Context: an optimization exercise on an open-source flow, tuned for small area. The choices shown serve that exercise and are no tape-out recipe. At most, simulation tests tie the RTL to the original design; equivalence was not proved. No activity file was given, so power comes from the tool's default toggle rates.

==> job 7575: inputs <==
==> flow/design.v <==
module pe(
    input clk,
    input rst,
    input [15:0] matchpoint,
    input [15:0] gap_e,
    input [15:0] gap_o,
    input [2:0] Q,
    input [2:0] R,
    input en,
    input signed [32:0] H_up,
    input signed [32:0] D_up,
    output signed [32:0] curr_H,
    output reg signed [32:0] curr_I,
    output reg signed [32:0] curr_D,
    output [3:0] ptr
);
    reg signed [32:0] Hd, Ir, Dr;
    reg [31:0] Hr, cH;
    reg [3:0] p;
    assign curr_H = {1'b0, cH};
    assign ptr = p;
    function [32:0] sub16;
        input [32:0] a;
        input [15:0] b;
        integer i;
        reg c, bb;
        begin
            c = 1'b1;
            for (i = 0; i < 33; i = i + 1) begin
                bb = (i < 16) ? ~b[i] : 1'b1;
                sub16[i] = a[i] ^ bb ^ c;
                c = (a[i] & bb) | (c & (a[i] ^ bb));
            end
        end
    endfunction
    function [32:0] add16;
        input [32:0] a;
        input [15:0] b;
        integer i;
        reg c, bb;
        begin
            c = 1'b0;
            for (i = 0; i < 33; i = i + 1) begin
                bb = (i < 16) ? b[i] : 1'b0;
                add16[i] = a[i] ^ bb ^ c;
                c = (a[i] & bb) | (c & (a[i] ^ bb));
            end
        end
    endfunction
    function ge;
        input [32:0] x;
        input [32:0] y;
        integer i;
        reg c, xa, yb;
        begin
            c = 1'b1;
            for (i = 0; i < 33; i = i + 1) begin
                xa = (i == 32) ? ~x[i] : x[i];
                yb = (i == 32) ? y[i] : ~y[i];
                c = (xa & yb) | (c & (xa | yb));
            end
            ge = c;
        end
    endfunction
    wire [15:0] m = (Q == R) ? matchpoint : 16'd0;
    wire [32:0] I1 = sub16({1'b0, cH}, gap_o);
    wire [32:0] I2 = sub16(curr_I, gap_e);
    wire [32:0] D1 = sub16(H_up, gap_o);
    wire [32:0] D2 = sub16(D_up, gap_e);
    wire [32:0] H4 = add16(Hd, m);
    wire selI = ~ge(I1, I2);
    wire selD = ~ge(D1, D2);
    wire [32:0] In = selI ? I2 : I1;
    wire [32:0] Dn = selD ? D2 : D1;
    wire gDH = ge(Dr, H4);
    wire [32:0] b = gDH ? Dr : H4;
    wire [1:0] bi = gDH ? 2'd2 : 2'd3;
    wire gIb = ge(Ir, b);
    wire [32:0] c = gIb ? Ir : b;
    wire [1:0] ci = gIb ? 2'd1 : bi;
    wire pos = ~c[32] & (|c[31:0]);
    wire [31:0] Hn = pos ? c[31:0] : 32'd0;
    wire [1:0] hi = pos ? ci : 2'd0;
    always @(posedge clk or posedge rst) begin
        if (rst) begin
            Hd <= 33'd0;
            Ir <= 33'd0;
            Dr <= 33'd0;
            Hr <= 32'd0;
            cH <= 32'd0;
            curr_I <= 33'd0;
            curr_D <= 33'd0;
            p <= 4'd0;
        end else begin
            Hd <= H_up;
            Ir <= In;
            Dr <= Dn;
            Hr <= Hn;
            cH <= Hr;
            curr_I <= Ir;
            curr_D <= Dr;
            p <= {selI, selD, hi};
        end
    end
endmodule
==> flow/run.sh <==
#!/bin/bash
# synth_recipe.tcl (not shown) runs the flow's synth.tcl, then flattens the netlist and writes it again
# the make line also repeats each setting of config.mk as NAME=value (left out here)
make -C /OpenROAD-flow-scripts/flow DESIGN_CONFIG=/design/flow/config.mk WORK_HOME=/design/flow/orfs CLKGATE_MAP_FILE= SYNTH_SCRIPT=/design/flow/synth_recipe.tcl finish
==> flow/config.mk <==
export PLATFORM = sky130hd
export DESIGN_NAME = pe
export DESIGN_NICKNAME = pe
export VERILOG_FILES = /design/flow/design.v
export SDC_FILE = /design/flow/constraint.sdc
export NUM_CORES = 4
export LEC_CHECK = 0
export ABC_AREA = 1
export CAP_MARGIN = 20
export CORE_MARGIN = 2
export CORE_UTILIZATION = 40
export SLEW_MARGIN = 20
==> flow/constraint.sdc <==
create_clock -name core_clock -period 7.5 [get_ports {clk}]
set_input_delay 1.5000 -clock core_clock [delete_from_list [all_inputs] [get_ports {clk}]]
set_output_delay 1.5000 -clock core_clock [all_outputs]
set_load 0.01 [all_outputs]
==> job 7675: changes against job 7575 <==
==> flow/design.v, changed modules only <==
module pe(
    input clk,
    input rst,
    input [15:0] matchpoint,
    input [15:0] gap_e,
    input [15:0] gap_o,
    input [2:0] Q,
    input [2:0] R,
    input en,
    input signed [32:0] H_up,
    input signed [32:0] D_up,
    output signed [32:0] curr_H,
    output reg signed [32:0] curr_I,
    output reg signed [32:0] curr_D,
    output [3:0] ptr
);
    reg signed [32:0] Hd, Ir, Dr, H4r;
    reg [31:0] cH;
    reg [1:0] pID;
    assign curr_H = {1'b0, cH};
    function [32:0] sub16;
        input [32:0] a;
        input [15:0] b;
        integer i;
        reg c, bb, z;
        begin
            c = 1'b1;
            for (i = 0; i < 16; i = i + 1) begin
                bb = ~b[i];
                sub16[i] = a[i] ^ bb ^ c;
                c = (a[i] & bb) | (c & (a[i] ^ bb));
            end
            z = 1'b1;
            for (i = 16; i < 33; i = i + 1) begin
                sub16[i] = a[i] ^ (~c & z);
                z = z & ~a[i];
            end
        end
    endfunction
    function [32:0] add16;
        input [32:0] a;
        input [15:0] b;
        integer i;
        reg c, p;
        begin
            c = 1'b0;
            for (i = 0; i < 16; i = i + 1) begin
                add16[i] = a[i] ^ b[i] ^ c;
                c = (a[i] & b[i]) | (c & (a[i] ^ b[i]));
            end
            p = 1'b1;
            for (i = 16; i < 33; i = i + 1) begin
                add16[i] = a[i] ^ (c & p);
                p = p & a[i];
            end
        end
    endfunction
    function ge;
        input [32:0] x;
        input [32:0] y;
        integer i;
        reg c, xa, yb;
        begin
            c = 1'b1;
            for (i = 0; i < 33; i = i + 1) begin
                xa = (i == 32) ? ~x[i] : x[i];
                yb = (i == 32) ? y[i] : ~y[i];
                c = (xa & yb) | (c & (xa | yb));
            end
            ge = c;
        end
    endfunction
    function gef;
        input [32:0] x;
        input [32:0] y;
        integer i, k;
        reg [32:0] gt, eq;
        reg [8:0] gg, ee;
        reg c;
        begin
            for (i = 0; i < 33; i = i + 1) begin
                gt[i] = (i == 32) ? (~x[i] & y[i]) : (x[i] & ~y[i]);
                eq[i] = ~(x[i] ^ y[i]);
            end
            for (k = 0; k < 9; k = k + 1) begin
                gg[k] = 1'b0;
                ee[k] = 1'b1;
                for (i = 4 * k; i < 4 * k + 4 && i < 33; i = i + 1) begin
                    gg[k] = gt[i] | (eq[i] & gg[k]);
                    ee[k] = ee[k] & eq[i];
                end
            end
            c = 1'b1;
            for (k = 0; k < 9; k = k + 1)
                c = gg[k] | (ee[k] & c);
            gef = c;
        end
    endfunction
    wire [15:0] m = (Q == R) ? matchpoint : 16'd0;
    wire [32:0] I1 = sub16({1'b0, cH}, gap_o);
    wire [32:0] I2 = sub16(curr_I, gap_e);
    wire [32:0] D1 = sub16(H_up, gap_o);
    wire [32:0] D2 = sub16(D_up, gap_e);
    wire [32:0] H4 = add16(Hd, m);
    wire selI = ~gef(I1, I2);
    wire selD = ~gef(D1, D2);
    wire [32:0] In = selI ? I2 : I1;
    wire [32:0] Dn = selD ? D2 : D1;
    wire gID = gef(curr_I, curr_D);
    wire gIH = gef(curr_I, H4r);
    wire gDH = gef(curr_D, H4r);
    wire wI = gID & gIH & ~curr_I[32];
    wire wD = ~gID & gDH & ~curr_D[32];
    wire wH = ~gIH & ~gDH & ~H4r[32];
    wire [31:0] Hr = ({32{wI}} & curr_I[31:0]) | ({32{wD}} & curr_D[31:0]) | ({32{wH}} & H4r[31:0]);
    wire xI = wI & (|curr_I[31:0]);
    wire xD = wD & (|curr_D[31:0]);
    wire xH = wH & (|H4r[31:0]);
    assign ptr = {pID, xD | xH, xI | xH};
    always @(posedge clk or posedge rst) begin
        if (rst) begin
            Hd <= 33'd0;
            Ir <= 33'd0;
            Dr <= 33'd0;
            H4r <= 33'd0;
            cH <= 32'd0;
            curr_I <= 33'd0;
            curr_D <= 33'd0;
            pID <= 2'd0;
        end else begin
            Hd <= H_up;
            Ir <= In;
            Dr <= Dn;
            H4r <= H4;
            cH <= Hr;
            curr_I <= Ir;
            curr_D <= Dr;
            pID <= {selI, selD};
        end
    end
endmodule
==> flow/flow/run.sh (new file) <==
#!/bin/bash
# Own layout flow: the standard ORFS flow, with two changes:
#  - synthesis maps with an area-oriented ABC script (flow/abc_area.script),
#  - ports are buffered with sky130_fd_sc_hd__buf_1 instead of the default cell.
# Every tool's output goes to a log file in this folder.
set -uo pipefail
here=$(pwd)
rm -rf "$here/scripts_copy"
cp -r "$FLOW_HOME/scripts" "$here/scripts_copy"
cp "$here/flow/abc_area.script" "$here/scripts_copy/abc_area.script"
knobs=(SCRIPTS_DIR="$here/scripts_copy" ABC_AREA=1)
[ -f "$here/flow/knobs.txt" ] && while read -r l; do [ -n "$l" ] && knobs+=("$l"); done < "$here/flow/knobs.txt"
bash standard.sh "${knobs[@]}" finish > "$here/flow_make.log" 2>&1
rc=$?
cp -r "$here/orfs/logs" "$here/orfs_logs" 2>/dev/null
exit $rc
==> flow/flow/abc_area.script (new file) <==
strash; dc2; dc2; dch -f; map -D 5000; topo; buffer -c; upsize -D 5000; dnsize -D 5000; stime -c
==> flow/flow/knobs.txt (new file) <==
BUFFER_PORTS_ARGS=-buffer_cell sky130_fd_sc_hd__buf_1
ADDER_MAP_FILE=
CTS_ARGS=-sink_clustering_enable -repair_clock_nets -buf_list sky130_fd_sc_hd__clkbuf_8 -sink_clustering_size 20 -sink_clustering_max_diameter 60 -dont_use_dummy_load
==> flow/standard.sh (new file) <==
#!/bin/bash
# synth_recipe.tcl (not shown) runs the flow's synth.tcl, then flattens the netlist and writes it again
# the make line also repeats each setting of config.mk as NAME=value (left out here)
make -C /OpenROAD-flow-scripts/flow DESIGN_CONFIG=/design/flow/config.mk WORK_HOME=/design/flow/orfs CLKGATE_MAP_FILE= SYNTH_SCRIPT=/design/flow/synth_recipe.tcl "${@:-finish}"
ABC_AREA = not set   (was 1)
CAP_MARGIN = 5   (was 20)
CORE_UTILIZATION = 60   (was 40)
GPL_TIMING_DRIVEN = 0   (was not set)
SETUP_SLACK_MARGIN = 0.05   (was not set)
SLEW_MARGIN = 5   (was 20)
removed: flow/run.sh
==> job 2658: changes against job 7575 <==
==> flow/design.v, changed modules only <==
module pe(
    input clk,
    input rst,
    input [15:0] matchpoint,
    input [15:0] gap_e,
    input [15:0] gap_o,
    input [2:0] Q,
    input [2:0] R,
    input en,
    input signed [32:0] H_up,
    input signed [32:0] D_up,
    output signed [32:0] curr_H,
    output reg signed [32:0] curr_I,
    output reg signed [32:0] curr_D,
    output [3:0] ptr
);
    reg signed [32:0] Hd, Ir, Dr;
    reg [31:0] Hr, cH;
    reg [3:0] p;
    assign curr_H = {1'b0, cH};
    assign ptr = p;
    function [32:0] sub16;
        input [32:0] a;
        input [15:0] b;
        integer i;
        reg c, bb, z;
        begin
            c = 1'b1;
            for (i = 0; i < 16; i = i + 1) begin
                bb = ~b[i];
                sub16[i] = a[i] ^ bb ^ c;
                c = (a[i] & bb) | (c & (a[i] ^ bb));
            end
            z = 1'b1;
            for (i = 16; i < 33; i = i + 1) begin
                sub16[i] = a[i] ^ (~c & z);
                z = z & ~a[i];
            end
        end
    endfunction
    function [32:0] add16;
        input [32:0] a;
        input [15:0] b;
        integer i;
        reg c, p;
        begin
            c = 1'b0;
            for (i = 0; i < 16; i = i + 1) begin
                add16[i] = a[i] ^ b[i] ^ c;
                c = (a[i] & b[i]) | (c & (a[i] ^ b[i]));
            end
            p = 1'b1;
            for (i = 16; i < 33; i = i + 1) begin
                add16[i] = a[i] ^ (c & p);
                p = p & a[i];
            end
        end
    endfunction
    function ge;
        input [32:0] x;
        input [32:0] y;
        integer i;
        reg c, xa, yb;
        begin
            c = 1'b1;
            for (i = 0; i < 33; i = i + 1) begin
                xa = (i == 32) ? ~x[i] : x[i];
                yb = (i == 32) ? y[i] : ~y[i];
                c = (xa & yb) | (c & (xa | yb));
            end
            ge = c;
        end
    endfunction
    function gef;
        input [32:0] x;
        input [32:0] y;
        integer i, k;
        reg [32:0] gt, eq;
        reg [8:0] gg, ee;
        reg c;
        begin
            for (i = 0; i < 33; i = i + 1) begin
                gt[i] = (i == 32) ? (~x[i] & y[i]) : (x[i] & ~y[i]);
                eq[i] = ~(x[i] ^ y[i]);
            end
            for (k = 0; k < 9; k = k + 1) begin
                gg[k] = 1'b0;
                ee[k] = 1'b1;
                for (i = 4 * k; i < 4 * k + 4 && i < 33; i = i + 1) begin
                    gg[k] = gt[i] | (eq[i] & gg[k]);
                    ee[k] = ee[k] & eq[i];
                end
            end
            c = 1'b1;
            for (k = 0; k < 9; k = k + 1)
                c = gg[k] | (ee[k] & c);
            gef = c;
        end
    endfunction
    wire [15:0] m = (Q == R) ? matchpoint : 16'd0;
    wire [32:0] I1 = sub16({1'b0, cH}, gap_o);
    wire [32:0] I2 = sub16(curr_I, gap_e);
    wire [32:0] D1 = sub16(H_up, gap_o);
    wire [32:0] D2 = sub16(D_up, gap_e);
    wire [32:0] H4 = add16(Hd, m);
    wire selI = ~gef(I1, I2);
    wire selD = ~gef(D1, D2);
    wire [32:0] In = selI ? I2 : I1;
    wire [32:0] Dn = selD ? D2 : D1;
    wire gID = gef(Ir, Dr);
    wire gIH = gef(Ir, H4);
    wire gDH = gef(Dr, H4);
    wire wI = gID & gIH & ~Ir[32];
    wire wD = ~gID & gDH & ~Dr[32];
    wire wH = ~gIH & ~gDH & ~H4[32];
    wire [31:0] Hn = ({32{wI}} & Ir[31:0]) | ({32{wD}} & Dr[31:0]) | ({32{wH}} & H4[31:0]);
    wire xI = wI & (|Ir[31:0]);
    wire xD = wD & (|Dr[31:0]);
    wire xH = wH & (|H4[31:0]);
    always @(posedge clk or posedge rst) begin
        if (rst) begin
            Hd <= 33'd0;
            Ir <= 33'd0;
            Dr <= 33'd0;
            Hr <= 32'd0;
            cH <= 32'd0;
            curr_I <= 33'd0;
            curr_D <= 33'd0;
            p <= 4'd0;
        end else begin
            Hd <= H_up;
            Ir <= In;
            Dr <= Dn;
            Hr <= Hn;
            cH <= Hr;
            curr_I <= Ir;
            curr_D <= Dr;
            p <= {selI, selD, xD | xH, xI | xH};
        end
    end
endmodule
==> flow/flow/run.sh (new file) <==
#!/bin/bash
# Own layout flow: the standard ORFS flow, with two changes:
#  - synthesis maps with an area-oriented ABC script (flow/abc_area.script),
#  - ports are buffered with sky130_fd_sc_hd__buf_1 instead of the default cell.
# Every tool's output goes to a log file in this folder.
set -uo pipefail
here=$(pwd)
rm -rf "$here/scripts_copy"
cp -r "$FLOW_HOME/scripts" "$here/scripts_copy"
cp "$here/flow/abc_area.script" "$here/scripts_copy/abc_area.script"
knobs=(SCRIPTS_DIR="$here/scripts_copy" ABC_AREA=1)
[ -f "$here/flow/knobs.txt" ] && while read -r l; do [ -n "$l" ] && knobs+=("$l"); done < "$here/flow/knobs.txt"
bash standard.sh "${knobs[@]}" finish > "$here/flow_make.log" 2>&1
rc=$?
cp -r "$here/orfs/logs" "$here/orfs_logs" 2>/dev/null
exit $rc
==> flow/flow/abc_area.script (new file) <==
strash; dc2; dc2; dch -f; map -D 5800; topo; buffer -c; upsize -D 5800; dnsize -D 5800; stime -c
==> flow/flow/knobs.txt (new file) <==
BUFFER_PORTS_ARGS=-buffer_cell sky130_fd_sc_hd__buf_1
ADDER_MAP_FILE=
CTS_ARGS=-sink_clustering_enable -repair_clock_nets -buf_list sky130_fd_sc_hd__clkbuf_4 -sink_clustering_size 8 -sink_clustering_max_diameter 40 -dont_use_dummy_load
==> flow/standard.sh (new file) <==
#!/bin/bash
# synth_recipe.tcl (not shown) runs the flow's synth.tcl, then flattens the netlist and writes it again
# the make line also repeats each setting of config.mk as NAME=value (left out here)
make -C /OpenROAD-flow-scripts/flow DESIGN_CONFIG=/design/flow/config.mk WORK_HOME=/design/flow/orfs CLKGATE_MAP_FILE= SYNTH_SCRIPT=/design/flow/synth_recipe.tcl "${@:-finish}"
ABC_AREA = not set   (was 1)
CAP_MARGIN = 5   (was 20)
CORE_UTILIZATION = 65   (was 40)
GPL_TIMING_DRIVEN = 0   (was not set)
SETUP_SLACK_MARGIN = 0.05   (was not set)
SLEW_MARGIN = 5   (was 20)
removed: flow/run.sh
==> notes <==
- Against job 2658, the global-route usage of job 7675 is lower by 4.8 points.
- The highest register-to-register slack belongs to job 7675, the lowest to job 7575.
- Sequential power: job 2658 > job 7575 > job 7675.
- Power, highest first: job 7575, job 2658, job 7675.
- The lowest critical path depth belongs to job 7675, the highest to job 7575.
- Job 7575 finished but fails on negative setup slack. Job 7675 produced a layout that fails on negative setup slack. Job 2658 produced a layout that fails on negative setup slack.
The RTL of job 7575 and job 2658 was laid out without a check of its function.

==> afterwards: timing with drivers on the ports <==
Ports are ideal in the flow. The routed layouts listed here were re-timed in OpenROAD.
Step 1 assumes that a clkbuf_16 drives the clock port and a buf_2 every other input.
Step 2, shift: input delay + t, output delay - t, t = (earliest + latest rising clock arrival at the registers) / 2. This alone moves slack from input paths to output paths.
a / b / c = no drivers / after step 1 / after step 2; a / b = the first two.
run | t, ns | setup slack, ns | worst setup path after step 2 | worst register clock-pin slew, ns | worst slew at a driven data input, ns
job 7575 | 0.597 | -6.843 / -6.831 / -7.428 | input to register | 0.07 / 0.07 | 0.06
job 7675 | 0.586 | -0.059 / -0.065 / -0.651 | input to register | 0.12 / 0.12 | 0.05
job 2658 | 0.680 | -0.505 / -0.480 / -1.160 | input to register | 0.10 / 0.10 | 0.08
The setup slack of job 2658, which loses most, moves by +0.025 ns with the drivers and by -0.655 ns with both steps.
